Context: an optimization exercise on an open-source flow, tuned for small area, a short achievable clock period and few clock cycles per item. The choices shown serve that exercise and are no tape-out recipe.
Function was checked by simulation only, so behaviour that the tests miss may differ from the original.
Power is estimated from default activity; no workload was simulated.

## flow/config.mk

```make
export PLATFORM = sky130hd
export DESIGN_NAME = apb_fifo
export DESIGN_NICKNAME = apb_fifo
export VERILOG_FILES = /design/flow/design.v
export SDC_FILE = /design/flow/constraint.sdc
export NUM_CORES = 4
export LEC_CHECK = 0
export CAP_MARGIN = 20
export CORE_MARGIN = 2
export CORE_UTILIZATION = 40
export SLEW_MARGIN = 20
```

## flow/constraint.sdc

```tcl
create_clock -name core_clock -period 5.0 [get_ports {clk}]
set_input_delay 1.0000 -clock core_clock [delete_from_list [all_inputs] [get_ports {clk}]]
set_output_delay 1.0000 -clock core_clock [all_outputs]
set_load 0.01 [all_outputs]
```

## flow/design.v

```verilog
module apb_fifo (
    input  wire                   clk,         
    input  wire                   rst,         
    input  wire                   psel,        
    input  wire [3:0]            paddr,       
    input  wire [31:0]            pwdata,      
    input  wire                   penable,     
    input  wire                   pwrite,      
    output reg  [31:0]            prdata,      
    output reg                    pready       
);
parameter DEPTH = 16;   
parameter idle = 0, check_op = 1, write_data = 2, read_data =3,send_ready = 4;
reg [2:0] state;
reg [3:0] addr ;
 reg [31:0] wdata,rdata;
  reg [31:0] mem [0:15];
reg [3:0] wr_ptr;    
reg [3:0] rd_ptr;    
reg [4:0] count;     
reg [1:0] cwait;
always @(posedge clk or negedge rst) begin
    if (rst == 0) begin
        for(int i = 0; i<16;i++)
        begin
        mem[i] <= 0;
        end
        wr_ptr <= 0;
        rd_ptr <= 0;
        count <= 0;
        pready <= 0;
        state   <= idle;
        pready <= 0;
        prdata <= 0;
        addr   <= 0;
        wdata  <= 0;
        rdata  <= 0;
        cwait  <= 0;
    end else begin
        case(state)
        idle:
        begin
            wr_ptr <= 0;
            rd_ptr <= 0;
            count <= 0;
            pready <= 0;
            prdata <= 0;
            addr   <= 0;
            wdata  <= 0;
            rdata  <= 0;
            cwait  <= 0;
            state <= check_op;
        end
        check_op:
        begin
         if (penable && psel && pwrite && count != 15)
         begin 
            state   <= write_data;
            addr    <= paddr;
            wdata   <= pwdata;
         end
         else if (penable && psel && !pwrite && count != 0)
         begin
            state  <= read_data;
            addr   <= paddr;
         end
         else 
            state  <= check_op;
        end
        write_data:
        begin
            mem[addr] <= wdata;
            if(cwait < 2)
            begin
              state <= write_data;
              cwait <= cwait + 1;
            end
            else
            begin
               cwait <= 0;
               pready <= 1'b1;
               state <= send_ready;
               wr_ptr <= wr_ptr + 1;
               count  <= count  + 1;
            end
        end
        read_data : begin
            rdata <= mem[addr];
            if(cwait < 2)
            begin
              state <= read_data;
              cwait <= cwait + 1;
            end
            else
            begin
               cwait <= 0;
               state <= send_ready;
               pready <= 1'b1;
               prdata <= rdata;
               rd_ptr <= rd_ptr + 1;
               count  <= count  - 1;
            end
        end
        send_ready: begin
           state  <= check_op;
           pready <= 1'b0;    
         end
     endcase
     end
   end  
endmodule
```

## flow/run.sh

```bash
#!/bin/bash
# synth_recipe.tcl (not shown) runs the flow's synth.tcl, then flattens the netlist and writes it again
# the make line also repeats each setting of config.mk as NAME=value (left out here)
make -C /OpenROAD-flow-scripts/flow DESIGN_CONFIG=/design/flow/config.mk WORK_HOME=/design/flow/orfs CLKGATE_MAP_FILE= SYNTH_SCRIPT=/design/flow/synth_recipe.tcl finish
```

==> out/metrics.cfg, run 1 <==
[outcome]
outcome=no timing/DRC/antenna violations

[die]
die_h_um=267
die_x_um=267
die-area_sq_um=71100
std_cell_rows=96
initial_utilization=0.403
core-area_sq_um=68500
io_pins=74

[cells_and_area]
area_growth_pct=13.9
nets=2188
antenna_cells=0
seqCellArea_sq_um=15600
layout-drive-gt1-share=0.334
layoutNonFillerInstCount=3079
multi_input_area_sq_um=11200
num-fill-cells=6140

[clocking]
clk_latency_ns=0.62
clk_path_buf_depth=3
ctsRootBufferMaster=clkbuf_16
clock_sinks=623
cts_hold_buf=0
postCtsSetupBuffers=0
numCtsBuffers=70
post_cts_resize_count=0
cts_tree=yes
htreeDepth=3
clkTransAtPathRegs_ns=0.06

[timing]
slew_headroom=0.243
rsz0062_at_grt=no
worst_pin_slew_ns=1.13
fmax_ghz=0.277
setup_viol=0
finalHoldViolCount=0
period_minus_slack_ns=3.60
period_share=0.721
slew_violations=0
setup_tns_ns=0
finClkSkew_ns=0.0332

[logic_synthesis]
synth_top_area_cell=dfrtp_1
ys_top_cells_by_count=dfrtp_1, mux2_2, nand2_1, o21ai_0, clkbuf_1
syn_area_sq_um=27600
ys_ff_latch=623
ys_warn_count=2
synth_area_leaders=dfrtp_1, mux2_2, mux2i_1
synthFlopType=dfrtp_1
synth-edff-count=0
avgSynthCellArea_sq_um=13.0
synth.top_cell.area_share=0.565
synth.distinct_cells=72
synth_nets=2172
synthMostInstantiatedCell=dfrtp_1
syn_inst=2130
async_reset_ff_frac=1.00
seq_area_frac_synth=0.565

[critical_path]
critPathLaunch=state[1]$_DFFE_PN0P_
cp-start-kind=register
worst_setup_path_end_kind=register
reg2reg_slack_ns=1.40
crit_fanout=21
worst-endpoint-arrival_ns=4.08
r2r_start=state[1]$_DFFE_PN0P_
reg2reg_to=mem[11][12]$_DFFE_PN0P_
critical_path_required_ns=5.47
critPathKind=reg2reg
crit_end=mem[11][12]$_DFFE_PN0P_
ff2ff_path_depth=6

[grt]
grt_max_degree=100
grtUsageMet2=0.370
gr-usage-met1=0.321
busiest_layer=met2
grtUsageTotal=0.232
met3_usage=0.0390
antenna_found_initial=1
grt_pass1_wl_mm=124
first_global_vias=19200
grt_overflow_total=0

[drt]
drc=0
ant_nets=0
routed_wl_mm=81.5
dr.first_iter.drc_count=1523
wl_per_cell_um=26.5
viasPerCell=6.00
firstDrtPassIters=6
num_vias=18500

[place]
hpwl_mm=49.8
placed_cells=2956
gp_congestion=0.799
port_buffers=73

[job]
cap_violations=0

[power_and_ir_drop]
worst_ir_drop_vdd_v=0.000308
cellPowerDensity_nw_per_um2=537
p_leak_nw=14.7
power.total_mw=16.9

[worst_hold_path]
hold_path_class=in2async

cell type report:
class | instances | area share
clock buffer | 107 | 0.0660
multi-input combinational | 1314 | 0.357
tap | 882 | 0.0351
sequential | 623 | 0.496
inverter | 6 | 0.000716
timing repair buffer | 131 | 0.0400
clock inverter | 16 | 0.00497
report_power, final:
group | total, mW | internal, mW | leakage, nW | switching [mW]
Clock | 5.02 | 2.96 | 1.10 | 2.06
Combinational | 4.72 | 1.79 | 4.95 | 2.93
Sequential | 7.16 | 5.89 | 8.60 | 1.27
worst min-delay path by stage:
stage / slack, ns / depth (start not counted) / end / from
finish: 0.43 / 1 / prdata[0]$_DFFE_PN0P_ / rst
global route: 0.50 / 1 / prdata[0]$_DFFE_PN0P_ / rst
CTS: 0.47 / 1 / prdata[0]$_DFFE_PN0P_ / rst
detailed placement: 0.48 / 1 / mem[13][7]$_DFFE_PN0P_ / mem[13][7]$_DFFE_PN0P_
global placement: 0.47 / 2 / rdata[28]$_DFFE_PN0P_ / rdata[28]$_DFFE_PN0P_
floorplan: 0.45 / 2 / rdata[10]$_DFFE_PN0P_ / rdata[10]$_DFFE_PN0P_
per-layer routing:
metal	wire, um	vias to the layer above
met5	0	-
met1	36600	9782
li1	-	7933
met3	4560	155
met2	37900	589
met4	2510	0
state kept, by name (all words and copies together) (netlist names):
| signal | cells |
|---|---|
| addr | 4 |
| rdata | 32 |
| prdata | 32 |
| state | 3 |
| mem | 512 |
| count | 5 |
| pready | 1 |
| wdata | 32 |
| cwait | 2 |
per-stage QoR:
step | worst slack (ns) | util | cell area [sq um] | hold slack, ns
3_5_place_dp | 1.49 | 0.427 | 29200 | 0.479
2_1_floorplan | 2.98 | - | 27600 | 0.450
3_3_place_gp | 1.62 | 0.427 | 29200 | 0.470
6_report | 1.40 | 0.459 | 31400 | 0.432
5_1_grt | 1.23 | 0.459 | 31400 | 0.495
4_1_cts | 1.45 | 0.459 | 31400 | 0.468
cell usage in the layout, fill, tap and decap left out, drive strengths merged, types with 4 or more instances in the layout:
cell type      count
dfrtp            623
mux2             521
nand2            147
o21ai            116
clkbuf           107
clkdlybuf4s50     72
mux2i             64
a22oi             61
buf               59
a22o              46
a221oi            46
nor2              45
o22ai             33
nor3              30
a21oi             19
nor2b             18
a32oi             14
clkinv            14
a2111oi           13
o221ai            10
a211oi            10
nand3              9
a31oi              7
o2bb2ai            7
a32o               7
o221a              7
and2               7
a211o              6
o311a              6
nand2b             6
inv                6
o22a               5
nand3b             5
nor4               5
o211ai             4
a221o              4
a222oi             4
cells by family after synthesis:
family | share of synthesized area
simple gates | 0.0497
flops | 0.565
mux | 0.237
compound gates | 0.114
fa+ha+maj | 0.000453
buf+inv | 0.0329
xor+xnor | 0.000317
critical path, stage by stage (launching register included):
cell and delay [ns]:
dfrtp_1 0.78, nand2b_1 0.41, nor2_2 0.56, nand2_1 0.33, nor2_4 0.73, buf_12 0.29, mux2_2 0.35
Testbench counts, summed over its fixed seeds: cycles 19,200, transfers 3,200.
==> run 2: changes to the inputs <==
==> flow/design.v (replaced) <==
module apb_fifo (
    input  wire        clk,
    input  wire        rst,
    input  wire        psel,
    input  wire [3:0]  paddr,
    input  wire [31:0] pwdata,
    input  wire        penable,
    input  wire        pwrite,
    output wire [31:0] prdata,
    output wire        pready
);
reg [31:0] mem [0:15];    
reg [15:0] vld;           
reg [15:0] wsel;          
reg [3:0]  cnt;           
reg        rdy;           
reg [31:0] rdq;           
wire setup = psel & ~penable;
wire full  = (cnt == 4'd15);
wire empty = (cnt == 4'd0);
always @(posedge clk or negedge rst) begin
    if (!rst) begin
        rdy  <= 1'b0;
        wsel <= 16'b0;
        cnt  <= 4'd0;
        vld  <= 16'b0;
    end else begin
        rdy  <= setup & (pwrite ? ~full : ~empty);
        wsel <= (setup & pwrite & ~full) ? (16'b1 << paddr) : 16'b0;
        if (rdy & penable)
            cnt <= pwrite ? cnt + 4'd1 : cnt - 4'd1;
        if (penable)
            vld <= vld | wsel;
    end
end
integer i;
always @(posedge clk) begin
    for (i = 0; i < 16; i = i + 1)
        if (wsel[i] & penable)
            mem[i] <= pwdata;
    rdq <= vld[paddr] ? mem[paddr] : 32'b0;
end
assign prdata = rdq;
assign pready = rdy;
endmodule
--- a/flow/config.mk
+++ b/flow/config.mk
@@ -9,3 +9,4 @@
 export CORE_MARGIN = 2
 export CORE_UTILIZATION = 40
+export SETUP_SLACK_MARGIN = 3.0
 export SLEW_MARGIN = 20
==> run 2 against run 1 <==
Compared with the run above: still clean on timing, DRC and antenna; power is 38% lower; sequential power is 24% lower; synthesized area is 21% lower; highest routed layer unchanged.
==> out/metrics.cfg, run 2 <==
[critical_path]
crit_chain=buf_2
critPathKind=reg2out
cp_top_family=flip-flops
worst_setup_path_end_kind=primary output
critical_path_required_ns=4.00  ; -1.47 ns
cpPeakStageDelay_ns=0.37  ; -0.41 ns
r2r_start=vld[0]$_DFFE_PN0P_
cp-start-kind=register
critPathSlowestCell=dfrtp_1
ff2ff_path_depth=7  ; +1
reg2reg_slack_ns=3.09  ; +1.69 ns
reg2reg_to=rdq[31]$_SDFF_PN0_
crit_fanout=2  ; -90%
path_buf_inv=1  ; unchanged
worst-endpoint-arrival_ns=1.11  ; -2.97 ns

[cells_and_area]
final_common_cell=edfxtp_1
regMostFlops=mem
layout-drive-gt1-share=0.313  ; -0.0206
largest_reg_flops=512  ; unchanged
antenna_cells=0  ; unchanged
top_regs=mem: 512 flops, rdq: 32 flops
area_growth_pct=25.8
final_area_sq_um=27600  ; -12%
nets=1523  ; -30%
layoutNonFillerInstCount=2220  ; -28%
layout_common_cells=edfxtp_1, a22oi_1, buf_4
finish.utilization=0.510  ; +0.0509

[grt]
grtUsageTotal=0.220  ; -0.0119
grt_overflow_total=0  ; unchanged
first_global_vias=13000  ; -32%
antenna_found_initial=0  ; -1
grt_max_degree=38  ; -62%
grt_pass1_wl_mm=90.8  ; -27%

[logic_synthesis]
ys_warn_count=2  ; unchanged
avgSynthCellArea_sq_um=16.8  ; +30%
synth-edff-count=512  ; +512
async_reset_ff_frac=0.0637  ; -0.936
ys_ff_latch=581  ; -6.7%
syn_inst=1306  ; -39%
synthMostInstantiatedCell=edfxtp_1
syn_area_sq_um=21900  ; -21%
ys_top_cells_by_count=edfxtp_1, a22oi_1, nor2_1, nand2_1, buf_2
synth_top_area_cell=edfxtp_1
synthFlopType=edfxtp_1
synth.distinct_cells=65  ; -9.7%
synth_nets=1350  ; -38%
synth_area_leaders=edfxtp_1, dfrtp_1, a22oi_1
synth.top_cell.area_share=0.701  ; +0.137
seq_area_frac_synth=0.773  ; +0.208

[drt]
ant_nets=0  ; unchanged
dr.first_iter.drc_count=1436  ; -5.7%
drc=0  ; unchanged
num_vias=13100  ; -29%
firstDrtPassIters=6  ; unchanged
routed_wl_mm=63.9  ; -22%
viasPerCell=5.91  ; -1.5%
wl_per_cell_um=28.8  ; +8.7%

[timing]
setup_viol=0  ; unchanged
postLayoutSetupSlackWorst_ns=2.89  ; +1.49 ns
slew_headroom=0.426  ; +0.183
period_minus_slack_ns=2.11  ; -1.49 ns
slew_violations=0  ; unchanged
rsz0062_at_grt=yes
period_share=0.422  ; -0.299
finalHoldViolCount=0  ; unchanged
fmax_ghz=0.474  ; +71%
finClkSkew_ns=0.0141  ; -0.0191 ns
setup_tns_ns=0  ; unchanged
worst_pin_slew_ns=0.861  ; -0.271 ns

[worst_hold_path]
hold_end=vld[10]$_DFFE_PN0P_
min_from=vld[10]$_DFFE_PN0P_
hold_depth=1
hold_path_class=reg2reg

[die]
std_cell_rows=85  ; -11%
die-area_sq_um=56700  ; -20%
core-area_sq_um=54000  ; -21%
die_h_um=238  ; -11%
initial_utilization=0.406  ; +0.00255
die_x_um=238  ; -11%
io_pins=74  ; unchanged

[place]
placed_cells=2022  ; -32%
pre_cts_ws_ns=1.23  ; -0.252 ns
port_buffers=73  ; unchanged
dpl_cell_area_sq_um=23600  ; -19%
hpwl_mm=32.7  ; -34%
gp_congestion=0.756  ; -5.4%

[power_and_ir_drop]
worst_ir_drop_vdd_v=0.000253  ; -18%
cellPowerDensity_nw_per_um2=382  ; -29%
p_leak_nw=9.26  ; -37%

[clocking]
ctsRootBufferMaster=clkbuf_16
htreeDepth=2  ; -1
clock_sinks=581  ; -6.7%
numCtsBuffers=57  ; -19%
clkTransAtPathRegs_ns=0.06  ; about the same
cts_tree=yes
clk_path_buf_depth=3  ; unchanged
clk_latency_ns=0.61  ; about the same

[job]
cap_violations=0  ; unchanged

[outcome]
outcome=no timing/DRC/antenna violations

run 2: worst reg2reg max path: stages, from the launching register on:
cell     delay, ns
dfrtp_1       0.39
mux4_2        0.47
a22o_1        0.27
nor2_4        0.17
buf_12        0.14
buf_16        0.17
nor2_4        0.04
o21a_1        0.12
run 2: kinds of logic after synthesis:
logic type	Yosys count	synth area share
AND/OR/NAND/NOR	237	0.0555
XOR/XNOR	4	0.00160
multiplexers	65	0.0385
flip-flops	581	0.773
buffers and inverters	90	0.0204
AO/OA/AOI/OAI	326	0.109
adder cells (fa/ha/maj)	3	0.00206
run 2: repair_timing:
item                                   CTS  global route
gates cloned                            13             6
pin swaps                               24            31
setup endpoints to repair              611           424
buffers inserted                        49            26
endpoints found under the hold margin    0             0
hold buffers                             0             0
gates resized for setup                350            73
run 2: metal layers:
metal  share of wire  wire (um)  track usage
met5               0          0            0
met2            0.48      31000        0.362
met1            0.42      26600        0.306
met4           0.027       1700       0.0718
met3           0.072       4630       0.0287
run 2: area by class of cell:
class	count	area, sq um
inverters	6	30.0
repair buffers	194	2470
multi-input cells	639	5430
flip-flops and latches	581	17000
clock inverters	19	198
clock buffers	85	1580
well taps	696	871
fillers	4377	26500
run 2: metrics by stage:
step | total power [mW] | hold slack, ns
final | 10.5 | 0.464
after global routing | 10.8 | 0.479
after CTS | 10.5 | 0.465
after detailed placement | 6.18 | 0.445
after global placement | 6.17 | 0.443
after floorplan | 5.88 | 0.430
run 2: worst max path at each step:
stage / startpoint / to / slack, ns / depth (start not counted)
after floorplan: paddr[0] / rdq[27]$_SDFF_PN0_ / 2.69 / 8
after global placement: paddr[0] / rdq[12]$_SDFF_PN0_ / 1.29 / 8
after detailed placement: paddr[3] / rdq[15]$_SDFF_PN0_ / 1.23 / 7
after CTS: rdy$_DFF_PN0_ / pready / 2.86 / 1
after global routing: paddr[0] / rdq[15]$_SDFF_PN0_ / 2.81 / 8
final: rdy$_DFF_PN0_ / pready / 2.89 / 1
run 2: power breakdown:
| part | leakage (nW) | internal, mW | switching [mW] | total [mW] |
|---|---|---|---|---|
| clock network | 0.872 | 2.38 | 1.79 | 4.17 |
| logic | 3.02 | 0.446 | 0.503 | 0.949 |
| registers | 5.37 | 5.36 | 0.0544 | 5.41 |
Testbench counts of run 2, summed over its fixed seeds: cycles 6,400, transfers 3,200.
==> run 3: changes to the inputs <==
--- a/flow/config.mk
+++ b/flow/config.mk
@@ -6,7 +6,7 @@
 export NUM_CORES = 4
 export LEC_CHECK = 0
+export ABC_AREA = 1
 export CAP_MARGIN = 20
 export CORE_MARGIN = 2
 export CORE_UTILIZATION = 40
-export SETUP_SLACK_MARGIN = 3.0
 export SLEW_MARGIN = 20
==> run 3 against run 2 <==
Compared with the run above: still clean on timing, DRC and antenna; non-clock buffer count is 82 lower; sequential cell count unchanged; routed wire length fell by 9.7%; clock skew increased by 0.00070 ns; clock power is 4% higher; sequential share of layout area is 4.1 points higher; clock-buffer cell count down 2; critical path type is now in2reg; largest power group unchanged.
==> out/metrics.cfg, run 3 <==
[outcome]
outcome=no timing/DRC/antenna violations

[cells_and_area]
final_common_cell=nand2_1
top_regs=mem: 512 flops, rdq: 32 flops
layout_common_cells=nand2_1, edfxtp_1, nor2_1
regMostFlops=mem
layout-drive-gt1-share=0.0978  ; -0.215
num-fill-cells=4810  ; +9.9%
final_area_sq_um=25800  ; -6.4%
nets=2012  ; +32%
area_growth_pct=16.9
largest_reg_flops=512  ; unchanged

[die]
std_cell_rows=86  ; +1.2%
die-area_sq_um=57000  ; +0.61%
die_x_um=239  ; +0.30%
initial_utilization=0.403  ; -0.00304
core-area_sq_um=54800  ; +1.4%
die_h_um=239  ; +0.30%
io_pins=74  ; unchanged

[clocking]
ctsRootBufferMaster=clkbuf_16
numCtsBuffers=57  ; unchanged
cts_tree=yes
cts_hold_buf=0  ; unchanged
postCtsSetupBuffers=0  ; -100%
htreeDepth=2  ; unchanged
clk_latency_ns=0.61  ; about the same
post_cts_resize_count=0  ; -100%
clock_sinks=581  ; unchanged
clkTransAtPathRegs_ns=0.06  ; about the same
clk_path_buf_depth=3  ; unchanged

[timing]
setup_viol=0  ; unchanged
period_minus_slack_ns=3.24  ; +1.13 ns
worst_pin_slew_ns=1.11  ; +0.251 ns
slew_violations=0  ; unchanged
fmax_ghz=0.308  ; -35%
rsz0062_at_grt=no
holdWs_ns=0.455  ; -0.00938 ns
finClkSkew_ns=0.0148  ; +0.000703 ns
period_share=0.648  ; +0.226
finalHoldViolCount=0  ; unchanged
postLayoutSetupSlackWorst_ns=1.76  ; -1.13 ns
slew_headroom=0.258  ; -0.168
setup_tns_ns=0  ; unchanged

[logic_synthesis]
avgSynthCellArea_sq_um=11.9  ; -29%
synthMostInstantiatedCell=nand2_1
ys_top_cells_by_count=nand2_1, edfxtp_1, nor2_1, buf_2, or2_2
synth_nets=1903  ; +41%
async_reset_ff_frac=0.0637  ; unchanged
synth_area_leaders=edfxtp_1, nand2_1, dfrtp_1
synth_top_area_cell=edfxtp_1
ys_warn_count=2  ; unchanged
syn_inst=1859  ; +42%
synth.distinct_cells=21  ; -68%
syn_area_sq_um=22100  ; +0.62%
synth.top_cell.area_share=0.697  ; -0.00430
synthFlopType=edfxtp_1
seq_area_frac_synth=0.768  ; -0.00474
ys_ff_latch=581  ; unchanged
synth-edff-count=512  ; unchanged

[drt]
firstDrtPassIters=7  ; +1
ant_nets=0  ; unchanged
num_vias=13500  ; +3.3%
routed_wl_mm=57.7  ; -9.7%
wl_per_cell_um=21.2  ; -26%
drc=0  ; unchanged
dr.first_iter.drc_count=1161  ; -19%
viasPerCell=4.98  ; -16%

[critical_path]
worst-endpoint-arrival_ns=3.79  ; +2.68 ns
critPathKind=in2reg
critPathSlowestCell=nor2_4
cpPeakStageDelay_ns=0.63  ; +0.26 ns
cp-start-kind=input port
cpMostUsedCell=nand2_1
cp_top_family=simple AND/OR/NAND/NOR gates
path_buf_inv=3  ; +2
reg2reg_slack_ns=2.87  ; -0.22 ns
critical_path_required_ns=5.54  ; +1.54 ns
crit_chain=clkdlybuf4s50_1, inv_1, nand2_1, nor2_4, buf_4, nand2_1, nand2_1, nor2_1, nand2_1, nor2_1, nor2_1
crit_fanout=15  ; +13
worst_setup_path_end_kind=register

[power_and_ir_drop]
clockPowerShare=0.424  ; +0.028
power.total_mw=10.2  ; -3.0%
combPwrFrac=0.049  ; -0.041
cellPowerDensity_nw_per_um2=396  ; +3.7%
p_int_mw=8.07  ; -1.5%
share_seq_of_total_power=0.527  ; +0.013
p_sw_frac=0.210  ; -0.0125
p_leak_nw=10.1  ; +8.6%
power.switching_mw=2.15  ; -8.4%
worst_ir_drop_vdd_v=0.000242  ; -4.0%

[grt]
grtUsageTotal=0.206  ; -0.0145
first_global_vias=13500  ; +3.6%
antenna_found_initial=1  ; +1
grt_pass1_wl_mm=85.6  ; -5.7%
grt_overflow_total=0  ; unchanged
grt_max_degree=39  ; +2.6%

[place]
pre_cts_ws_ns=1.18  ; -0.0543 ns
gp_congestion=0.769  ; +1.7%
dpl_cell_area_sq_um=23900  ; +1.3%
hpwl_mm=30.9  ; -5.7%
port_buffers=73  ; unchanged

[job]
cap_violations=0  ; unchanged

[worst_hold_path]
hold_path_class=reg2reg

run 3: power by group through the flow:
stage	logic, mW	registers, mW	clock network, mW
after CTS	0.506	5.38	4.39
final	0.502	5.38	4.33
after floorplan	0.238	5.48	0
after global routing	0.558	5.39	4.58
after global placement	0.491	5.49	0
after detailed placement	0.505	5.49	0
run 3: worst paths after layout:
check	from	to	depth (start not counted)
hold reg to reg	vld[0]$_DFFE_PN0P_	vld[0]$_DFFE_PN0P_	2
setup / recovery	paddr[0]	rdq[23]$_SDFF_PN0_	11
hold / removal	vld[0]$_DFFE_PN0P_	vld[0]$_DFFE_PN0P_	2
setup reg to reg	vld[5]$_DFFE_PN0P_	rdq[6]$_SDFF_PN0_	9
min in group asynchronous	rst	wsel[14]$_DFF_PN0_	2
max in group asynchronous	rst	vld[0]$_DFFE_PN0P_	2
run 3: area by class of cell:
class	count	area (sq um)	share of cell area
Sequential cell	581	16900	0.657
Multi-Input combinational cell	1187	4830	0.187
Clock buffer	83	1620	0.0627
Timing Repair Buffer	112	1140	0.0442
Tap cell	704	881	0.0342
Clock inverter	22	262	0.0101
Inverter	29	116	0.00451
Antenna cell	1	2.50	0.0000970
run 3: cell families after synthesis:
family,after synthesis,share of synthesized area
and+or+nand+nor,1140,0.201
DFF,581,0.768
buffers and inverters,91,0.0184
AOI/OAI and AO/OA,40,0.00908
xor gates and xnor gates,3,0.00119
adders and majority gates,3,0.00204
muxes,1,0.000511
run 3: through the flow:
step,instances,utilization
CTS,2717,0.470
global route,2719,0.471
floorplan,1859,-
global placement,2611,0.435
finish,2719,0.471
detailed placement,2612,0.436
run 3: worst reg2reg max path, cell delays in order (launching register included):
cell and delay (ns):
dfrtp_1 0.38, nand2_1 0.07, nand2_1 0.07, nand2_1 0.05, nand2_1 0.05, nand2_1 0.05, nand2_1 0.62, buf_12 0.45
o21ai_0 0.22, nor2_1 0.06
run 3: metal layers:
layer / vias up / global-route usage / wire length [um]
li1: 6363 / - / -
met4: 0 / 0.0597 / 1270
met5: - / 0 / 0
met2: 424 / 0.354 / 28400
met1: 6668 / 0.269 / 24500
met3: 87 / 0.0344 / 3510
==> run 4: changes to the inputs <==
--- a/flow/config.mk
+++ b/flow/config.mk
@@ -6,5 +6,4 @@
 export NUM_CORES = 4
 export LEC_CHECK = 0
-export ABC_AREA = 1
 export CAP_MARGIN = 20
 export CORE_MARGIN = 2
==> run 4 against run 3 <==
Compared with the run above: non-clock buffer count is 10 higher; clock-buffer cell count decreased by 4; largest cell class unchanged; die area is 0.60% lower; core utilization is 0.20 points lower; setup slack gained 0.070 ns; highest routed layer unchanged; final cell count fell by 21%; register-to-register slack improved by 0.11 ns; fmax increased by 2.2%; sequential power hardly changed; synthesized cell count is 30% lower.
==> out/metrics.cfg, run 4 <==
[logic_synthesis]
ys_ff_latch=581  ; unchanged
ys_top_cells_by_count=edfxtp_1, a22oi_1, nor2_1, nand2_1, buf_2
synthFlopType=edfxtp_1
seq_area_frac_synth=0.773  ; +0.00474
synth_compound_area_frac=0.109  ; +0.0998
async_reset_ff_frac=0.0637  ; unchanged
synth.distinct_cells=65  ; +210%
syn_area_sq_um=21900  ; -0.61%
synth_top_family_by_area=compound AO/OA/AOI/OAI gates
synth-edff-count=512  ; unchanged
synth.area.mux_share=0.0385  ; +0.0380
ys_warn_count=2  ; unchanged
avgSynthCellArea_sq_um=16.8  ; +41%
synthAdderAreaFrac=0.00206  ; +0.0000126
synthXorXnorAreaFrac=0.00160  ; +0.000407
synth_top_area_cell=edfxtp_1
synthSimpleGateAreaFrac=0.0555  ; -0.145
synth_area_leaders=edfxtp_1, dfrtp_1, a22oi_1
syn_inst=1306  ; -30%
synth.top_cell.area_share=0.701  ; +0.00430
synthMostInstantiatedCell=edfxtp_1
synth_nets=1350  ; -29%

[timing]
worst_pin_slew_ns=1.12  ; +0.00608 ns
slew_headroom=0.252  ; -0.00624
period_share=0.634  ; -0.0141
fmax_ghz=0.315  ; +2.2%
rsz0062_at_grt=no
finalHoldViolCount=0  ; unchanged
finClkSkew_ns=0.0208  ; +0.00604 ns
setup_viol=0  ; unchanged
period_minus_slack_ns=3.17  ; -0.0703 ns
slew_violations=0  ; unchanged
setup_tns_ns=0  ; unchanged

[power_and_ir_drop]
combPwrFrac=0.064  ; +0.015
p_int_mw=8.03  ; -0.50%
p_sw_frac=0.219  ; +0.00856
power.switching_mw=2.25  ; +4.7%
share_seq_of_total_power=0.526  ; about the same
clockPowerShare=0.410  ; -0.014
cellPowerDensity_nw_per_um2=406  ; +2.4%
p_leak_nw=8.26  ; -18%
worst_ir_drop_vdd_v=0.000274  ; +13%

[place]
placed_cells=2039  ; -22%
hpwl_mm=35.6  ; +15%
port_buffers=73  ; unchanged
gp_congestion=0.801  ; +4.2%
dpl_cell_area_sq_um=23500  ; -1.7%

[die]
die-area_sq_um=56700  ; -0.60%
std_cell_rows=85  ; -1.2%
io_pins=74  ; unchanged
die_x_um=238  ; -0.30%
core-area_sq_um=54000  ; -1.4%
die_h_um=238  ; -0.30%
initial_utilization=0.406  ; +0.00304

[cells_and_area]
layout_common_cells=edfxtp_1, a22oi_1, clkdlybuf4s50_1
final_common_cell=edfxtp_1
largest_reg_flops=512  ; unchanged
num-fill-cells=4582  ; -4.7%
nets=1447  ; -28%
finish.utilization=0.469  ; -0.00195
layoutNonFillerInstCount=2146  ; -21%
layout-drive-gt1-share=0.153  ; +0.0554
final_area_sq_um=25300  ; -1.8%
regMostFlops=mem
top_regs=mem: 512 flops, rdq: 32 flops
area_growth_pct=15.6

[critical_path]
crit_chain=buf_2, buf_4, nor2b_2, buf_4, a22oi_1, o22ai_1, a2111oi_0, nor3_1
ff2ff_path_depth=6  ; -3
cpMostUsedCell=buf_4
critical_path_required_ns=5.53  ; about the same
reg2reg_slack_ns=2.98  ; +0.11 ns
cpPeakStageDelay_ns=0.73  ; +0.10 ns
cp-start-kind=input port
worst-endpoint-arrival_ns=3.70  ; -0.09 ns
critPathSlowestCell=nor2b_2
cp_top_family=buffers and inverters
worst_setup_path_end_kind=register
crit_fanout=27  ; +12
r2r_start=vld[9]$_DFFE_PN0P_
reg2reg_to=rdq[31]$_SDFF_PN0_
critPathKind=in2reg
critPathLaunch=paddr[0]
path_buf_inv=3  ; unchanged

[drt]
num_vias=12600  ; -6.7%
firstDrtPassIters=8  ; +1
wl_per_cell_um=27.3  ; +29%
drc=0  ; unchanged
viasPerCell=5.89  ; +18%
ant_nets=0  ; unchanged
routed_wl_mm=58.6  ; +1.6%
dr.first_iter.drc_count=1491  ; +28%

[grt]
first_global_vias=12400  ; -8.0%
grtUsageTotal=0.208  ; +0.00183
grt_max_degree=61  ; +56%
grt_overflow_total=0  ; unchanged
grt_pass1_wl_mm=85.6  ; about the same
antenna_found_initial=1  ; unchanged

[worst_hold_path]
hold_path_class=reg2reg
hold_end=vld[13]$_DFFE_PN0P_
hold_depth=1  ; -1
min_from=vld[13]$_DFFE_PN0P_

[clocking]
cts_hold_buf=0  ; unchanged
clk_path_buf_depth=3  ; unchanged
numCtsBuffers=57  ; unchanged
htreeDepth=2  ; unchanged
cts_tree=yes
clock_sinks=581  ; unchanged
clkTransAtPathRegs_ns=0.06  ; about the same
ctsRootBufferMaster=clkbuf_16
post_cts_resize_count=0  ; unchanged
postCtsSetupBuffers=0  ; unchanged
clk_latency_ns=0.62  ; about the same

[outcome]
outcome=no timing/DRC/antenna violations

[job]
cap_violations=0  ; unchanged

-- run 4: cell count changes after synthesis, moves of 15 or more --
| cell | previous run | this run |
|---|---|---|
| o22ai_1 | 0 | 30 |
| mux2_2 | 1 | 36 |
| nor2_1 | 208 | 58 |
| a22oi_1 | 0 | 90 |
| inv_1 | 29 | 6 |
| a21oi_1 | 2 | 37 |
| nor3_1 | 15 | 38 |
| mux2i_1 | 0 | 18 |
| clkbuf_1 | 11 | 26 |
| or2_2 | 45 | 16 |
| nand2_1 | 866 | 45 |
| and2_1 | 0 | 21 |
| a22o_1 | 0 | 27 |
| a221oi_1 | 0 | 22 |
-- run 4: routing by layer --
layer | part of all wire | global-route usage | up-vias | wire [um]
li1 | - | - | 5447 | -
met1 | 0.42 | 0.287 | 6601 | 24900
met2 | 0.49 | 0.346 | 513 | 28700
met3 | 0.068 | 0.0285 | 77 | 3980
met4 | 0.019 | 0.0580 | 0 | 1120
met5 | 0 | 0 | - | 0
-- run 4: worst register-to-register path: stages (launching register included) --
cell,delay [ns]
dfrtp_1,0.38
mux4_1,0.50
a22o_1,0.28
nor2_4,0.12
buf_4,0.39
nor2_1,0.12
o21a_1,0.13
-- run 4: area by class of cell --
type | count | area (sq um) | area share
antenna | 1 | 2.50 | 0.0000988
clock buffer | 79 | 1590 | 0.0628
clock inverter | 26 | 228 | 0.00899
inverter | 6 | 22.5 | 0.000889
multi-input combinational | 635 | 4580 | 0.181
sequential | 581 | 16900 | 0.669
tap | 696 | 871 | 0.0344
timing repair buffer | 122 | 1100 | 0.0434
-- run 4: cell families after synthesis --
group | Yosys count
AND/OR/NAND/NOR | 237
flip-flops | 581
AO/OA/AOI/OAI | 326
adder cells (fa/ha/maj) | 3
multiplexers | 65
buffers and inverters | 90
XOR/XNOR | 4
-- run 4: power by group through the flow --
stage | Combinational [mW] | Clock [mW] | Sequential (mW)
4_1_cts | 0.660 | 4.26 | 5.40
5_1_grt | 0.709 | 4.46 | 5.41
2_1_floorplan | 0.340 | 0 | 5.50
3_5_place_dp | 0.659 | 0 | 5.50
6_report | 0.660 | 4.21 | 5.40
3_3_place_gp | 0.645 | 0 | 5.50
-- run 4: metrics by stage --
step                worst slack [ns]  total power, mW  hold WS (ns)
CTS                             1.86             10.3         0.462
global placement                1.28             6.15         0.446
finish                          1.83             10.3         0.458
global route                    1.66             10.6         0.468
floorplan                       2.57             5.84         0.430
detailed placement              1.23             6.16         0.446
-- run 4: worst max path at each step --
| stage | to | cells after the start |
|---|---|---|
| after global routing | rdq[5]$_SDFF_PN0_ | 8 |
| after detailed placement | rdq[5]$_SDFF_PN0_ | 8 |
| final | rdq[25]$_SDFF_PN0_ | 8 |
| after global placement | rdq[5]$_SDFF_PN0_ | 8 |
| after CTS | rdq[5]$_SDFF_PN0_ | 8 |
| after floorplan | rdq[31]$_SDFF_PN0_ | 7 |
==> run 5: changes to the inputs <==
--- a/flow/config.mk
+++ b/flow/config.mk
@@ -9,3 +9,7 @@
 export CORE_MARGIN = 2
 export CORE_UTILIZATION = 40
+export CTS_BUF_LIST = sky130_fd_sc_hd__clkbuf_8
+export CTS_CLUSTER_SIZE = 20
+export SETUP_SLACK_MARGIN = 3.0
 export SLEW_MARGIN = 20
+export TNS_END_PERCENT = 5
==> run 5 against run 4 <==
Compared with the run above: power decreased by 1.9%; global-route usage increased by 1.1 points; cell area increased by 2.8%; largest cell class unchanged.
==> out/metrics.cfg, run 5 <==
[outcome]
outcome=no timing/DRC/antenna violations

[place]
hpwl_mm=34.6  ; -2.7%
pre_cts_ws_ns=1.35  ; +0.121 ns
placed_cells=2036  ; -0.15%
dpl_cell_area_sq_um=23600  ; +0.30%
port_buffers=73  ; unchanged
gp_congestion=0.779  ; -2.8%

[logic_synthesis]
synth.top_cell.area_share=0.701  ; unchanged
synth_compound_area_frac=0.109  ; unchanged
ys_ff_latch=581  ; unchanged
synth_area_leaders=edfxtp_1, dfrtp_1, a22oi_1
synth_top_family_by_area=compound AO/OA/AOI/OAI gates
synth_nets=1350  ; unchanged
synthMostInstantiatedCell=edfxtp_1
synthXorXnorAreaFrac=0.00160  ; unchanged
seq_area_frac_synth=0.773  ; unchanged
ys_top_cells_by_count=edfxtp_1, a22oi_1, nor2_1, nand2_1, buf_2
syn_area_sq_um=21900  ; unchanged
async_reset_ff_frac=0.0637  ; unchanged
ys_warn_count=2  ; unchanged
synth_top_area_cell=edfxtp_1
syn_inst=1306  ; unchanged
synth.area.mux_share=0.0385  ; unchanged
synth-edff-count=512  ; unchanged
synthFlopType=edfxtp_1
synth.distinct_cells=65  ; unchanged
synthSimpleGateAreaFrac=0.0555  ; unchanged
avgSynthCellArea_sq_um=16.8  ; unchanged
synthAdderAreaFrac=0.00206  ; unchanged

[grt]
grtUsageTotal=0.219  ; +0.0111
grt_max_degree=38  ; -38%
grt_pass1_wl_mm=88.8  ; +3.7%
first_global_vias=13000  ; +4.9%
antenna_found_initial=2  ; +1
grt_overflow_total=0  ; unchanged

[clocking]
cts_tree=yes
clk_path_buf_depth=3  ; unchanged
ctsRootBufferMaster=clkbuf_8
cts_hold_buf=0  ; unchanged
clock_sinks=581  ; unchanged
htreeDepth=3  ; +1
numCtsBuffers=92  ; +61%
clk_latency_ns=0.68  ; +0.06 ns
clkTransAtPathRegs_ns=0.06  ; about the same

[critical_path]
critical_path_required_ns=4.00  ; -1.53 ns
ff2ff_path_depth=8  ; +2
reg2reg_slack_ns=3.04  ; +0.06 ns
reg2reg_to=rdq[23]$_SDFF_PN0_
path_buf_inv=1  ; -2
cp-start-kind=register
cpPeakStageDelay_ns=0.38  ; -0.35 ns
crit_fanout=2  ; -93%
worst-endpoint-arrival_ns=1.19  ; -2.51 ns
critPathKind=reg2out
worst_setup_path_end_kind=primary output
crit_chain=buf_2
critPathSlowestCell=dfrtp_1
r2r_start=vld[1]$_DFFE_PN0P_
cp_top_family=flip-flops

[power_and_ir_drop]
worst_ir_drop_vdd_v=0.000218  ; -20%
cellPowerDensity_nw_per_um2=387  ; -4.6%
p_leak_nw=8.90  ; +7.8%

[timing]
finClkSkew_ns=0.0300  ; +0.00919 ns
postLayoutSetupSlackWorst_ns=2.81  ; +0.984 ns
fmax_ghz=0.457  ; +45%
period_share=0.438  ; -0.197
setup_viol=0  ; unchanged
finalHoldViolCount=0  ; unchanged
worst_pin_slew_ns=0.832  ; -0.285 ns
slew_headroom=0.445  ; +0.193
setup_tns_ns=0  ; unchanged
slew_violations=0  ; unchanged
period_minus_slack_ns=2.19  ; -0.984 ns
rsz0062_at_grt=yes

[drt]
wl_per_cell_um=27.4  ; +0.30%
ant_nets=0  ; unchanged
drc=0  ; unchanged
dr.first_iter.drc_count=1345  ; -9.8%
firstDrtPassIters=6  ; -2
viasPerCell=5.78  ; -1.9%
routed_wl_mm=61.6  ; +5.0%
num_vias=13000  ; +2.7%

[cells_and_area]
final_common_cell=edfxtp_1
layout-drive-gt1-share=0.247  ; +0.0942
largest_reg_flops=512  ; unchanged
nets=1513  ; +4.6%
area_growth_pct=18.9
layout_common_cells=edfxtp_1, clkbuf_8, a22oi_1
top_regs=mem: 512 flops, rdq: 32 flops
regMostFlops=mem
layoutNonFillerInstCount=2247  ; +4.7%
final_area_sq_um=26100  ; +2.8%

[die]
initial_utilization=0.406  ; unchanged
die_x_um=238  ; unchanged
io_pins=74  ; unchanged
core-area_sq_um=54000  ; unchanged
die-area_sq_um=56700  ; unchanged
die_h_um=238  ; unchanged
std_cell_rows=85  ; unchanged

[job]
cap_violations=0  ; unchanged

[worst_hold_path]
hold_path_class=in2async

[run 5: cell count changes in the layout (fill, tap and decap cells not counted), moves of 11 or more]
cell | previous run | this run
a221oi_1 | 22 | 11
buf_2 | 3 | 31
clkbuf_1 | 16 | 0
dfxtp_1 | 32 | 16
a221oi_2 | 0 | 11
and2_2 | 16 | 5
clkbuf_16 | 59 | 0
and2_4 | 0 | 15
clkbuf_8 | 4 | 100
clkdlybuf4s50_1 | 68 | 34
inv_1 | 6 | 40
dfxtp_2 | 0 | 13
[run 5: per-stage QoR]
stage | power, mW | utilization | hold slack, ns
3_5_place_dp | 6.17 | 0.436 | 0.448
6_report | 10.1 | 0.482 | 0.428
5_1_grt | 10.4 | 0.482 | 0.463
2_1_floorplan | 5.85 | - | 0.430
3_3_place_gp | 6.16 | 0.436 | 0.442
4_1_cts | 10.1 | 0.482 | 0.410
[run 5: worst max path at each step]
stage | endpoint | slack (ns) | from | cells past startpoint
3_3_place_gp | rdq[25]$_SDFF_PN0_ | 1.38 | paddr[1] | 6
5_1_grt | prdata[24] | 2.75 | rdq[24]$_SDFF_PN0_ | 1
4_1_cts | pready | 2.76 | rdy$_DFF_PN0_ | 1
3_5_place_dp | rdq[22]$_SDFF_PN0_ | 1.35 | paddr[0] | 8
2_1_floorplan | rdq[27]$_SDFF_PN0_ | 2.69 | paddr[0] | 8
6_report | pready | 2.81 | rdy$_DFF_PN0_ | 1
[run 5: area by class of cell]
type / instances / area [sq um]
Fill cell: 4524 / 28000
Sequential cell: 581 / 17000
Multi-Input combinational cell: 635 / 4810
Timing Repair Buffer: 153 / 1570
Clock buffer: 100 / 1380
Tap cell: 696 / 871
Clock inverter: 73 / 423
Inverter: 6 / 26.3
Antenna cell: 3 / 7.51
[run 5: what timing repair did]
item | in CTS | in global routing
endpoints found under the setup margin | 606 | 532
gates resized for setup | 246 | 2
pin swaps | 9 | 0
setup buffers | 27 | 1
gates cloned | 7 | 0
[run 5: logic make-up (layout without fill, tap and decap cells)]
group	after synthesis	after routing
compound gates	326	326
xor+xnor	4	4
fa+ha+maj	3	3
buf+inv	90	332
flops	581	581
mux	65	65
other cells	0	3
simple gates	237	237
[run 5: power by group]
part / internal, mW / switching, mW / total [mW]
clock: 2.06 / 1.85 / 3.91
combinational: 0.325 / 0.443 / 0.768
sequential: 5.36 / 0.0483 / 5.40
[run 5: routing by layer]
metal  track usage  routed length (um)  up-vias
met5             0                  13        -
met4        0.0894                2040        2
met3        0.0510                5080      140
met2         0.350               29400      602
met1         0.289               25100     6611
li1              -                   -     5623
==> run 6: changes to the inputs <==
--- a/flow/design.v
+++ b/flow/design.v
@@ -34,10 +34,17 @@
     end
 end
+wire [15:0] rsel = vld & (16'b1 << paddr);
+reg  [31:0] rword;
 integer i;
+always @(*) begin
+    rword = 32'b0;
+    for (i = 0; i < 16; i = i + 1)
+        rword = rword | ({32{rsel[i]}} & mem[i]);
+end
 always @(posedge clk) begin
     for (i = 0; i < 16; i = i + 1)
         if (wsel[i] & penable)
             mem[i] <= pwdata;
-    rdq <= vld[paddr] ? mem[paddr] : 32'b0;
+    rdq <= rword;
 end
 assign prdata = rdq;
--- a/flow/config.mk
+++ b/flow/config.mk
@@ -9,7 +9,4 @@
 export CORE_MARGIN = 2
 export CORE_UTILIZATION = 40
-export CTS_BUF_LIST = sky130_fd_sc_hd__clkbuf_8
-export CTS_CLUSTER_SIZE = 20
 export SETUP_SLACK_MARGIN = 3.0
 export SLEW_MARGIN = 20
-export TNS_END_PERCENT = 5
==> run 6 against run 5 <==
Compared with the run above: setup slack improved by 0.076 ns; worst hold slack improved by 0.042 ns; non-clock buffer count decreased by 12; largest cell class unchanged.
==> out/metrics.cfg, run 6 <==
[outcome]
outcome=no timing/DRC/antenna violations

[critical_path]
crit_chain=buf_2
crit_fanout=2  ; unchanged
cp-start-kind=register
path_buf_inv=1  ; unchanged
critPathLaunch=rdy$_DFF_PN0_
reg2reg_slack_ns=3.20  ; +0.16 ns
critPathKind=reg2out
cp_top_family=flip-flops
worst_setup_path_end_kind=primary output
worst-endpoint-arrival_ns=1.11  ; -0.08 ns
critical_path_required_ns=4.00  ; about the same
critPathSlowestCell=dfrtp_1
cpPeakStageDelay_ns=0.37  ; about the same
reg2reg_to=rdq[10]$_DFF_P_
ff2ff_path_depth=4  ; -4
r2r_start=vld[9]$_DFFE_PN0P_

[logic_synthesis]
synth.distinct_cells=37  ; -43%
synth_area_leaders=edfxtp_1, a22oi_1, dfrtp_1
avgSynthCellArea_sq_um=19.0  ; +13%
ys_top_cells_by_count=edfxtp_1, a22oi_1, a22o_1, a221oi_1, dfrtp_1
synthMostInstantiatedCell=edfxtp_1
ys_ff_latch=581  ; unchanged
seq_area_frac_synth=0.831  ; +0.0585
syn_inst=1073  ; -18%
synth.top_cell.area_share=0.755  ; +0.0531
synth_top_area_cell=edfxtp_1
synth_nets=1117  ; -17%
ys_warn_count=2  ; unchanged
synth-edff-count=512  ; unchanged
syn_area_sq_um=20400  ; -7.0%
async_reset_ff_frac=0.0637  ; unchanged
synthFlopType=edfxtp_1

[drt]
drc=0  ; unchanged
viasPerCell=6.05  ; +4.7%
dr.first_iter.drc_count=1675  ; +25%
firstDrtPassIters=5  ; -1
num_vias=11800  ; -8.8%
ant_nets=0  ; unchanged
wl_per_cell_um=31.2  ; +14%
routed_wl_mm=61.0  ; -1.0%

[power_and_ir_drop]
cellPowerDensity_nw_per_um2=401  ; +3.6%
worst_ir_drop_vdd_v=0.000254  ; +16%
p_leak_nw=8.20  ; -7.9%

[timing]
period_minus_slack_ns=2.11  ; -0.0757 ns
period_share=0.423  ; -0.0151
finClkSkew_ns=0.0185  ; -0.0115 ns
slew_headroom=0.436  ; -0.00904
fmax_ghz=0.473  ; +3.6%
finalHoldViolCount=0  ; unchanged
rsz0062_at_grt=yes
postLayoutSetupSlackWorst_ns=2.89  ; +0.0757 ns
worst_pin_slew_ns=0.846  ; +0.0136 ns
setup_viol=0  ; unchanged
setup_tns_ns=0  ; unchanged
holdWs_ns=0.470  ; +0.0423 ns
slew_violations=0  ; unchanged

[worst_hold_path]
hold_path_class=reg2reg
min_from=vld[2]$_DFFE_PN0P_
hold_end=vld[2]$_DFFE_PN0P_
hold_depth=1

[cells_and_area]
layoutNonFillerInstCount=1957  ; -13%
regMostFlops=mem
largest_reg_flops=512  ; unchanged
layout_common_cells=edfxtp_1, a22oi_1, clkbuf_16
layout-drive-gt1-share=0.273  ; +0.0252
num-fill-cells=3996  ; -12%
area_growth_pct=22.7
nets=1280  ; -15%
top_regs=mem: 512 flops, rdq: 32 flops
final_common_cell=edfxtp_1
finish.utilization=0.498  ; +0.0161

[die]
die_x_um=230  ; -3.5%
die_h_um=230  ; -3.5%
die-area_sq_um=52800  ; -6.9%
core-area_sq_um=50200  ; -7.1%
initial_utilization=0.406  ; +0.000431
std_cell_rows=82  ; -3.5%
io_pins=74  ; unchanged

[place]
gp_congestion=0.719  ; -7.8%
hpwl_mm=24.4  ; -29%
pre_cts_ws_ns=1.26  ; -0.0860 ns
placed_cells=1763  ; -13%
port_buffers=73  ; unchanged

[clocking]
clk_latency_ns=0.61  ; -0.07 ns
ctsRootBufferMaster=clkbuf_16
numCtsBuffers=56  ; -39%
clk_path_buf_depth=3  ; unchanged
clock_sinks=581  ; unchanged
htreeDepth=2  ; -1
clkTransAtPathRegs_ns=0.06  ; about the same
cts_tree=yes

[grt]
grt_max_degree=38  ; unchanged
grtUsageTotal=0.225  ; +0.00621
first_global_vias=11200  ; -14%
grt_overflow_total=0  ; unchanged
antenna_found_initial=2  ; unchanged
grt_pass1_wl_mm=83.7  ; -5.8%

[job]
cap_violations=0  ; unchanged

[run 6: layer usage]
layer / GRT usage / share of wire / vias up
met5: 0 / 0 / -
met4: 0.0679 / 0.030 / 0
met3: 0.0527 / 0.10 / 120
met2: 0.351 / 0.46 / 720
met1: 0.315 / 0.40 / 6166
li1: - / - / 4833
[run 6: area by class of cell]
type / count / area, sq um / share of cell area
tap: 672 / 841 / 0.0336
multi-input combinational: 455 / 3840 / 0.154
clock inverter: 18 / 170 / 0.00681
timing repair buffer: 141 / 1520 / 0.0607
antenna: 1 / 2.50 / 0.000100
inverter: 1 / 6.26 / 0.000250
clock buffer: 88 / 1640 / 0.0657
sequential: 581 / 17000 / 0.679
[run 6: logic make-up (layout without fill, tap and decap cells)]
family,after synthesis,in the layout,synth area share
buffers and inverters,68,248,0.0154
AO/OA/AOI/OAI,260,260,0.101
adder cells (fa/ha/maj),3,3,0.00221
AND/OR/NAND/NOR,156,187,0.0480
XOR/XNOR,4,4,0.00172
flip-flops,581,581,0.831
multiplexers,1,1,0.000553
other,0,1,0
[run 6: timing repair]
action / 4_1_cts / 5_1_grt
endpoints found under the hold margin: 0 / 0
gates resized for setup: 264 / 34
setup buffers: 40 / 16
cloned: 26 / 5
setup endpoints to repair: 598 / 289
hold buffers: 0 / 0
pin swaps: 29 / 8
[run 6: per-stage QoR]
step,area (sq um),total power [mW]
floorplan,20800,5.65
global placement,22000,5.85
detailed placement,22000,5.86
CTS,24700,10.0
global route,25000,10.3
finish,25000,10.0
[run 6: report_power, final]
group | leakage, nW | total, mW | switching, mW | internal (mW)
logic | 1.94 | 0.409 | 0.225 | 0.183
clock network | 0.888 | 4.17 | 1.77 | 2.41
registers | 5.37 | 5.44 | 0.0846 | 5.36
[run 6: worst max-delay path by stage]
stage / end / slack, ns / depth (start not counted)
after floorplan: rdq[10]$_DFF_P_ / 2.67 / 7
after global placement: rdq[29]$_DFF_P_ / 1.31 / 7
after detailed placement: rdq[29]$_DFF_P_ / 1.26 / 7
after CTS: pready / 2.86 / 1
after global routing: pready / 2.86 / 1
final: pready / 2.89 / 1
Testbench counts of run 6, summed over its fixed seeds: cycles 6,400, transfers 3,200.
==> run 7: changes to the inputs <==
--- a/flow/config.mk
+++ b/flow/config.mk
@@ -9,4 +9,7 @@
 export CORE_MARGIN = 2
 export CORE_UTILIZATION = 40
+export CTS_BUF_LIST = sky130_fd_sc_hd__clkbuf_8
+export CTS_CLUSTER_SIZE = 20
 export SETUP_SLACK_MARGIN = 3.0
 export SLEW_MARGIN = 20
+export TNS_END_PERCENT = 5
==> run 7 against run 6 <==
Compared with the run above: first-iteration DRC count fell by 22%; power fell by 6.6%; die area unchanged; final cell count rose by 0.51%; still clean; highest routed layer is now met5; core utilization decreased by 2.1 points; global-route usage down 0.73 points; worst hold slack improved by 0.0041 ns; largest power group unchanged; critical endpoint unchanged.
==> out/metrics.cfg, run 7 <==
[outcome]
outcome=no timing/DRC/antenna violations

[place]
port_buffers=73  ; unchanged
hpwl_mm=23.8  ; -2.7%
gp_congestion=0.733  ; +1.9%
dpl_cell_area_sq_um=21800  ; -1.2%

[cells_and_area]
largest_reg_flops=512  ; unchanged
antenna_cells=0  ; -1
final_common_cell=edfxtp_1
num-fill-cells=4171  ; +4.4%
nets=1269  ; -0.86%
area_growth_pct=17.6
finish.utilization=0.478  ; -0.0206
layout-drive-gt1-share=0.222  ; -0.0502
top_regs=mem: 512 flops, rdq: 32 flops
layout_common_cells=edfxtp_1, a22oi_1, clkbuf_8
regMostFlops=mem
final_area_sq_um=24000  ; -4.1%

[logic_synthesis]
syn_area_sq_um=20400  ; unchanged
seq_area_frac_synth=0.831  ; unchanged
synth_area_leaders=edfxtp_1, a22oi_1, dfrtp_1
ys_warn_count=2  ; unchanged
avgSynthCellArea_sq_um=19.0  ; unchanged
synth_nets=1117  ; unchanged
syn_inst=1073  ; unchanged
synthMostInstantiatedCell=edfxtp_1
synth.distinct_cells=37  ; unchanged
ys_top_cells_by_count=edfxtp_1, a22oi_1, a22o_1, a221oi_1, dfrtp_1
synthFlopType=edfxtp_1
synth.top_cell.area_share=0.755  ; unchanged
ys_ff_latch=581  ; unchanged
synth-edff-count=512  ; unchanged
synth_top_area_cell=edfxtp_1
async_reset_ff_frac=0.0637  ; unchanged

[critical_path]
worst_setup_path_end_kind=primary output
path_buf_inv=1  ; unchanged
critical_path_required_ns=4.00  ; about the same
critPathLaunch=rdy$_DFF_PN0_
crit_fanout=2  ; unchanged
worst-endpoint-arrival_ns=1.16  ; +0.05 ns
r2r_start=vld[1]$_DFFE_PN0P_
cp_top_family=flip-flops
cp-start-kind=register
cpPeakStageDelay_ns=0.38  ; about the same
critPathSlowestCell=dfrtp_1
critPathKind=reg2out
crit_chain=buf_2

[clocking]
cts_hold_buf=0  ; unchanged
cts_tree=yes
ctsRootBufferMaster=clkbuf_8
clk_path_buf_depth=3  ; unchanged
htreeDepth=3  ; +1
clkTransAtPathRegs_ns=0.07  ; about the same
clock_sinks=581  ; unchanged
clk_latency_ns=0.66  ; +0.05 ns
numCtsBuffers=85  ; +52%

[grt]
antenna_found_initial=2  ; unchanged
grtUsageTotal=0.218  ; -0.00730
grt_pass1_wl_mm=81.7  ; -2.3%
first_global_vias=11500  ; +2.4%
grt_overflow_total=0  ; unchanged
grt_max_degree=38  ; unchanged

[timing]
setup_viol=0  ; unchanged
finalHoldViolCount=0  ; unchanged
finClkSkew_ns=0.0319  ; +0.0134 ns
setup_tns_ns=0  ; unchanged
period_share=0.433  ; +0.0101
slew_headroom=0.529  ; +0.0926
fmax_ghz=0.462  ; -2.3%
rsz0062_at_grt=yes
worst_pin_slew_ns=0.707  ; -0.139 ns
slew_violations=0  ; unchanged
period_minus_slack_ns=2.16  ; +0.0503 ns

[drt]
drc=0  ; unchanged
routed_wl_mm=57.1  ; -6.4%
dr.first_iter.drc_count=1302  ; -22%
wl_per_cell_um=29.0  ; -6.9%
viasPerCell=5.80  ; -4.1%
firstDrtPassIters=5  ; unchanged
num_vias=11400  ; -3.6%
ant_nets=0  ; unchanged

[die]
core-area_sq_um=50200  ; unchanged
initial_utilization=0.406  ; unchanged
die_h_um=230  ; unchanged
io_pins=74  ; unchanged
die_x_um=230  ; unchanged
std_cell_rows=82  ; unchanged
die-area_sq_um=52800  ; unchanged

[job]
cap_violations=0  ; unchanged

[power_and_ir_drop]
cellPowerDensity_nw_per_um2=390  ; -2.6%
worst_ir_drop_vdd_v=0.000173  ; -32%
p_leak_nw=7.94  ; -3.2%

[worst_hold_path]
min_from=mem[11][3]$_DFFE_PP_
hold_path_class=reg2reg

[run 7: area by class of cell]
class | count | area (sq um) | share of cell area
flip-flops and latches | 581 | 17000 | 0.708
repair buffers | 111 | 1020 | 0.0426
well taps | 672 | 841 | 0.0351
inverters | 1 | 3.75 | 0.000157
clock buffers | 100 | 1380 | 0.0574
multi-input cells | 445 | 3520 | 0.147
clock inverters | 57 | 239 | 0.00997
[run 7: power by group]
part / total [mW] / switching (mW) / internal [mW]
clock network: 3.56 / 1.75 / 1.82
registers: 5.44 / 0.0861 / 5.35
logic: 0.355 / 0.209 / 0.146
total: 9.36 / 2.04 / 7.32
[run 7: worst paths after layout]
path / cells after the start / to / slack [ns]
setup / recovery: 1 / pready / 2.84
hold / removal: 2 / rdq[3]$_DFF_P_ / 0.47
setup reg to reg: 4 / rdq[29]$_DFF_P_ / 3.17
hold reg to reg: 2 / rdq[3]$_DFF_P_ / 0.47
max in group asynchronous: 2 / vld[6]$_DFFE_PN0P_ / 3.89
min in group asynchronous: 2 / cnt[3]$_DFFE_PN0P_ / 0.77
[run 7: routing by layer]
metal	wire length (um)	part of all wire	GRT usage	vias to the layer above
met5	33	0.00058	0	-
met4	1610	0.028	0.0778	4
met3	5200	0.091	0.0542	108
met2	27200	0.48	0.352	585
met1	23000	0.40	0.288	5916
li1	-	-	-	4804
[run 7: through the flow]
stage          cells  setup WS, ns  power [mW]  hold slack (ns)
4_1_cts         1967          2.80        9.41            0.469
3_3_place_gp    1762          1.51        5.83            0.444
5_1_grt         1967          2.80        9.66            0.483
6_report        1967          2.84        9.36            0.474
3_5_place_dp    1762          1.39        5.84            0.443
2_1_floorplan   1073          2.67        5.64            0.430
[run 7: cells by family after synthesis]
| group | after synthesis | share of synthesized area |
|---|---|---|
| buffers and inverters | 68 | 0.0154 |
| XOR/XNOR | 4 | 0.00172 |
| adder cells (fa/ha/maj) | 3 | 0.00221 |
| AO/OA/AOI/OAI | 260 | 0.101 |
| AND/OR/NAND/NOR | 156 | 0.0480 |
| flip-flops | 581 | 0.831 |
| multiplexers | 1 | 0.000553 |
[run 7: timing repair]
| item | in CTS | in global routing |
|---|---|---|
| buffers inserted | 27 | 0 |
| pin swaps | 20 | 0 |
| gates resized for setup | 234 | 6 |
| hold endpoints to repair | 0 | 0 |
| setup endpoints to repair | 594 | 134 |
| cloned | 21 | 0 |
==> run 8: changes to the inputs <==
--- a/flow/config.mk
+++ b/flow/config.mk
@@ -8,8 +8,8 @@
 export CAP_MARGIN = 20
 export CORE_MARGIN = 2
-export CORE_UTILIZATION = 40
+export CORE_UTILIZATION = 60
 export CTS_BUF_LIST = sky130_fd_sc_hd__clkbuf_8
 export CTS_CLUSTER_SIZE = 20
-export SETUP_SLACK_MARGIN = 3.0
+export SETUP_SLACK_MARGIN = 3.3
 export SLEW_MARGIN = 20
 export TNS_END_PERCENT = 5
==> run 8 against run 7 <==
Compared with the run above: core utilization increased by 27 points; critical path depth unchanged; fmax increased by 1.8%; routed wire length increased by 2.1%; clock power increased by 5%; critical endpoint unchanged.
==> out/metrics.cfg, run 8 <==
[outcome]
outcome=no timing/DRC/antenna violations

[logic_synthesis]
ys_ff_latch=581  ; unchanged
synth.distinct_cells=37  ; unchanged
synth_area_leaders=edfxtp_1, a22oi_1, dfrtp_1
ys_top_cells_by_count=edfxtp_1, a22oi_1, a22o_1, a221oi_1, dfrtp_1
synth_top_area_cell=edfxtp_1
syn_inst=1073  ; unchanged
synth.top_cell.area_share=0.755  ; unchanged
async_reset_ff_frac=0.0637  ; unchanged
synth_nets=1117  ; unchanged
synthMostInstantiatedCell=edfxtp_1
synth-edff-count=512  ; unchanged
synthFlopType=edfxtp_1
ys_warn_count=2  ; unchanged
avgSynthCellArea_sq_um=19.0  ; unchanged
seq_area_frac_synth=0.831  ; unchanged
syn_area_sq_um=20400  ; unchanged

[power_and_ir_drop]
worst_ir_drop_vdd_v=0.000284  ; +64%
p_int_mw=7.49  ; +2.4%
cellPowerDensity_nw_per_um2=384  ; -1.6%
clockPowerShare=0.390  ; +0.009
combPwrFrac=0.042  ; +0.004
p_leak_nw=8.45  ; +6.4%
p_sw_frac=0.217  ; -0.00120
power.switching_mw=2.07  ; +1.7%
share_seq_of_total_power=0.568  ; -0.013
power.total_mw=9.57  ; +2.2%

[drt]
num_vias=12000  ; +5.2%
routed_wl_mm=58.2  ; +2.1%
ant_nets=0  ; unchanged
viasPerCell=6.64  ; +14%
dr.first_iter.drc_count=1440  ; +11%
drc=0  ; unchanged
wl_per_cell_um=32.2  ; +11%
firstDrtPassIters=6  ; +1

[grt]
antenna_found_initial=2  ; unchanged
grt_overflow_total=0  ; unchanged
grtUsageTotal=0.336  ; +0.119
grt_max_degree=38  ; unchanged
grt_pass1_wl_mm=82.8  ; +1.3%
first_global_vias=11900  ; +3.3%

[die]
die_x_um=188  ; -18%
initial_utilization=0.609  ; +0.203
std_cell_rows=67  ; -18%
core-area_sq_um=33400  ; -33%
die_h_um=188  ; -18%
io_pins=74  ; unchanged
die-area_sq_um=35400  ; -33%

[cells_and_area]
top_regs=mem: 512 flops, rdq: 32 flops
layout_common_cells=edfxtp_1, a22oi_1, clkbuf_8
layout-drive-gt1-share=0.291  ; +0.0683
nets=1329  ; +4.7%
num-fill-cells=1951  ; -53%
area_growth_pct=22.2
regMostFlops=mem
layoutNonFillerInstCount=1810  ; -8.0%
largest_reg_flops=512  ; unchanged
final_common_cell=edfxtp_1
final_area_sq_um=24900  ; +3.9%

[critical_path]
critPathSlowestCell=dfrtp_1
cpPeakStageDelay_ns=0.37  ; about the same
cp-start-kind=register
worst_setup_path_end_kind=primary output
crit_chain=buf_2
worst-endpoint-arrival_ns=1.12  ; -0.04 ns
critPathKind=reg2out
crit_fanout=2  ; unchanged
cp_top_family=flip-flops
critical_path_required_ns=4.00  ; about the same
path_buf_inv=1  ; unchanged

[job]
cap_violations=0  ; unchanged

[clocking]
cts_hold_buf=0  ; unchanged
clock_sinks=581  ; unchanged
htreeDepth=3  ; unchanged
clk_path_buf_depth=3  ; unchanged
clkTransAtPathRegs_ns=0.06  ; about the same
cts_tree=yes
ctsRootBufferMaster=clkbuf_8
numCtsBuffers=89  ; +4.7%
clk_latency_ns=0.62  ; -0.04 ns

[place]
placed_cells=1534  ; -13%
port_buffers=73  ; unchanged
hpwl_mm=22.6  ; -4.9%
gp_congestion=0.744  ; +1.6%
dpl_cell_area_sq_um=21500  ; -1.4%

[worst_hold_path]
hold_path_class=reg2reg

[timing]
finClkSkew_ns=0.0344  ; +0.00244 ns
worst_pin_slew_ns=0.824  ; +0.117 ns
period_minus_slack_ns=2.12  ; -0.0385 ns
finalHoldViolCount=0  ; unchanged
setup_tns_ns=0  ; unchanged
rsz0062_at_grt=yes
period_share=0.425  ; -0.00770
setup_viol=0  ; unchanged
holdWs_ns=0.473  ; -0.000535 ns
slew_headroom=0.451  ; -0.0781
slew_violations=0  ; unchanged
fmax_ghz=0.471  ; +1.8%

[run 8: through the flow]
stage / utilization / setup slack, ns
floorplan: - / 2.67
finish: 0.745 / 2.88
detailed placement: 0.641 / 1.49
CTS: 0.743 / 2.85
global placement: 0.641 / 1.55
global route: 0.744 / 2.84
[run 8: path summary, 6_finish.rpt]
| check | from | endpoint | slack, ns | cells after the start |
|---|---|---|---|---|
| hold / removal | mem[15][25]$_DFFE_PP_ | rdq[25]$_DFF_P_ | 0.47 | 2 |
| max in group asynchronous | rst | vld[5]$_DFFE_PN0P_ | 3.99 | 1 |
| setup / recovery | rdy$_DFF_PN0_ | pready | 2.88 | 1 |
| hold reg to reg | mem[15][25]$_DFFE_PP_ | rdq[25]$_DFF_P_ | 0.47 | 2 |
| setup reg to reg | vld[7]$_DFFE_PN0P_ | rdq[14]$_DFF_P_ | 3.25 | 4 |
| min in group asynchronous | rst | vld[11]$_DFFE_PN0P_ | 0.48 | 1 |
[run 8: timing repair]
item                                    CTS  global route
pin swaps                                93             1
cloned                                   28             0
buffers inserted                         78             2
endpoints found under the setup margin  614           533
resized for setup                       307            19
[run 8: cells by family after synthesis]
kind of cell    synth area share
buf+inv                   0.0154
xor+xnor                 0.00172
mux                     0.000553
flops                      0.831
simple gates              0.0480
compound gates             0.101
fa+ha+maj                0.00221
[run 8: worst reg2reg max path, delay by kind of cell, from the launching register on]
kind	cells	cell delay [ns]
flops	1	0.53
compound gates	2	0.55
simple gates	2	0.50
[run 8: final cells by class]
type / count / area (sq um) / share of cell area
Sequential cell: 581 / 17000 / 0.681
Multi-Input combinational cell: 451 / 3890 / 0.156
Timing Repair Buffer: 161 / 1780 / 0.0714
Clock buffer: 102 / 1400 / 0.0564
Tap cell: 448 / 561 / 0.0225
Clock inverter: 63 / 304 / 0.0122
Antenna cell: 3 / 7.51 / 0.000301
Inverter: 1 / 3.75 / 0.000151
[run 8: layer usage]
metal | vias up | track usage | part of all wire
met4 | 2 | 0.154 | 0.046
met5 | - | 0 | 0.00021
met3 | 181 | 0.0911 | 0.11
met1 | 6106 | 0.443 | 0.37
li1 | 4957 | - | -
met2 | 765 | 0.531 | 0.47
[run 8: power by group through the flow]
stage	logic, mW	clock network (mW)	registers [mW]
after floorplan	0.142	0	5.50
after global placement	0.326	0	5.50
after detailed placement	0.334	0	5.50
after CTS	0.392	3.74	5.43
after global routing	0.433	3.96	5.44
final	0.402	3.73	5.44

[afterwards: timing with drivers on the ports]
No port has a modelled driver above. Below, the same layouts with a new extraction and two added sets of constraints.
Step 1: set_driving_cell puts a clkbuf_16 on clk and a buf_2 on each other input, an assumption about the parent block.
Step 2 moves the port delays by t, midway between the first and last clock arrival at a register: inputs arrive t later, outputs are due t later. That takes back most of the time a late clock gives input paths.
Slacks: ideal ports / drivers / drivers and shift; pairs: ideal ports / drivers.
run | shift t [ns] | slack for setup (ns) | worst register clock-pin slew, ns | cell pins on the clock port's net
run 1 | 0.667 | 1.395 / 1.395 / 1.395 | 0.06 / 0.06 | 1
run 2 | 0.654 | 2.888 / 2.758 / 2.104 | 0.07 / 0.07 | 1
run 3 | 0.665 | 1.758 / 1.794 / 1.129 | 0.07 / 0.07 | 1
run 4 | 0.661 | 1.828 / 1.853 / 1.192 | 0.06 / 0.06 | 1
run 5 | 0.718 | 2.812 / 2.756 / 2.102 | 0.07 / 0.07 | 1
run 6 | 0.659 | 2.887 / 2.829 / 2.285 | 0.07 / 0.07 | 1
run 7 | 0.702 | 2.837 / 2.783 / 2.275 | 0.07 / 0.07 | 1
run 8 | 0.654 | 2.876 / 2.825 / 2.406 | 0.08 / 0.08 | 1
After both steps every run listed still meets setup and hold. The setup slack of run 2, which loses most, moves by -0.130 ns with the drivers and by -0.784 ns with both steps.
